Source: an optimization exercise on an open RTL-to-GDS flow (aim: small area). Production flows keep margins and buffers that such runs may drop. Only simulation tests tie the RTL to the original design; equivalence was not proved.

Setup of run A:
Design top_vga, start of the top module:
module top_vga(
    input clk_65M,
    input clear,
    input game_on,
    input game_start,
    output H_sync,
    output V_sync,
    input move_left,
    input move_right,
    input move_up,
    input move_down,
    input fire_in,
    output reg [3:0]VGA_red,
    output reg [3:0]VGA_green,
    output reg [3:0]VGA_blue,
    output [5:0] brom_ball_addr,
    input [0:63] brom_ball_data,
    output [8:0] brom_count_addr,
    input [0:31] brom_count_data,
    output [7:0] brom_thumb_addr,
    input [0:255] brom_thumb_data,
    output [7:0] brom_thumbup_addr,
    input [0:255] brom_thumbup_data,
    output [7:0] brom_devil_addr,
    input [0:63] brom_devil_data
    );
clock: 15.0 ns
lec_check: 0
cap_margin: 20
core_area: 5 5 285 285
die_area: 0 0 290 290
slew_margin: 20
standard.sh (not shown) runs the stock make flow with config.mk's settings and CLKGATE_MAP_FILE= SYNTH_SCRIPT=/design/flow/synth_recipe.tcl, a recipe that flattens the netlist after the stock synthesis.
==> flow/flow/run.sh <==
#!/bin/bash
# Layout flow: the standard ORFS flow (standard.sh), with changes that only
# make the cells smaller:
#  - synthesis maps the logic with an area-oriented ABC script (with a
#    time-limited &deepsyn pass) and leaves adders
#    to ABC instead of ORFS's fixed half/full-adder cells (registers are mapped
#    exactly as in the standard synthesis);
#  - the port buffers (and synthesis's pass-through buffers) use the smallest
#    buffer cell;
#  - the clock tree uses clkbuf_8 cells, at most 12 sinks per cluster and no
#    dummy loads.
set -euo pipefail
W="$(pwd)"
rm -rf "$W/scripts_area"
cp -r "$FLOW_HOME/scripts" "$W/scripts_area"
cp "$W/flow/abc_area_map.script" "$W/scripts_area/abc_speed.script"
bash "$W/standard.sh" SCRIPTS_DIR="$W/scripts_area" ADDER_MAP_FILE= \
    MIN_BUF_CELL_AND_PORTS="sky130_fd_sc_hd__buf_1 A X" \
    BUFFER_PORTS_ARGS="-buffer_cell sky130_fd_sc_hd__buf_1" \
    CTS_ARGS="-sink_clustering_enable -repair_clock_nets -dont_use_dummy_load -sink_clustering_size 12 -buf_list sky130_fd_sc_hd__clkbuf_8" \
    finish > "$W/standard_flow.log" 2>&1
==> flow/flow/abc_area_map.script <==
strash
&get -n
&fraig -x
&put
scorr
dc2
dretime
strash
&get -n
&deepsyn -T 300
&put
dc2
&get -n
&dch -f
&nf -a -R 1000
&put
strash
&get -n
&dch -f
&nf -a -R 1000
&put
## Diff of input files: run C against run A
- setting CORE_MARGIN to 2 for the first time
- setting CORE_UTILIZATION to 40 for the first time
- removing CORE_AREA (formerly 5 5 285 285)
- removing DIE_AREA (formerly 0 0 290 290)
==> flow/flow/run.sh <==
#!/bin/bash
# Layout flow: the standard ORFS flow (standard.sh), with changes that only
# make the cells smaller:
#  - synthesis maps the logic with an area-oriented ABC script (with a
#    time-limited &deepsyn pass) and leaves adders
#    to ABC instead of ORFS's fixed half/full-adder cells (registers are mapped
#    exactly as in the standard synthesis);
#  - the port buffers (and synthesis's pass-through buffers) use the smallest
#    buffer cell;
#  - the clock tree uses clkbuf_4 cells and no dummy loads.
set -euo pipefail
W="$(pwd)"
rm -rf "$W/scripts_area"
cp -r "$FLOW_HOME/scripts" "$W/scripts_area"
cp "$W/flow/abc_area_map.script" "$W/scripts_area/abc_speed.script"
bash "$W/standard.sh" SCRIPTS_DIR="$W/scripts_area" ADDER_MAP_FILE= \
    MIN_BUF_CELL_AND_PORTS="sky130_fd_sc_hd__buf_1 A X" \
    BUFFER_PORTS_ARGS="-buffer_cell sky130_fd_sc_hd__buf_1" \
    CTS_ARGS="-sink_clustering_enable -repair_clock_nets -dont_use_dummy_load -buf_list sky130_fd_sc_hd__clkbuf_4" \
    finish > "$W/standard_flow.log" 2>&1
-- flow/flow/abc_area_map.script --
<<< run A, line 8
strash
&get -n
&deepsyn -T 300
&put
dc2
>>> run C, line 8
strash
&get -n
&deepsyn -T 180
&put
dc2
Flow for run C halted at I/O pin placement, error code PPL-0024.
Run C -> run A: distinct cell type count of the synthesized netlist delta 0, exact match
As far as count of state elements after synthesis goes, run A and run C are indistinguishable; the numbers are identical.
Summary: with run A as the reference, width of the die in run C moved down by more than a quarter.
Run C against run A: floorplan row count went down 30; starting utilization of the core area went up 20 points.

## separate check: timing with driven ports
The flow's constraints put no driver on any port. The routed layout listed below was extracted and timed again, unchanged, in two steps. Step 1: set_driving_cell puts a clkbuf_16 on clk_65M and a buf_2 on each other input, an assumption about the parent block. Step 2 also shifts input and output timing later by t, the mid clock arrival at the registers, as if the neighbouring blocks saw the same clock. a / b / c = no drivers / after step 1 / after step 2; a / b = the first two.
run: run A
shift t [ns]: 0.570
slack for setup (ns): 5.415 / 5.363 / 5.517
hold WS [ns]: 0.445 / 0.445 / 0.445
clock arrival spread, ns: 0.045 / 0.045
slew at the worst register clock pin (ns): 0.11 / 0.11
After both steps run A still meets setup and hold. For run A, drivers alone change the setup slack by -0.052 ns; drivers and shift together by +0.102 ns.
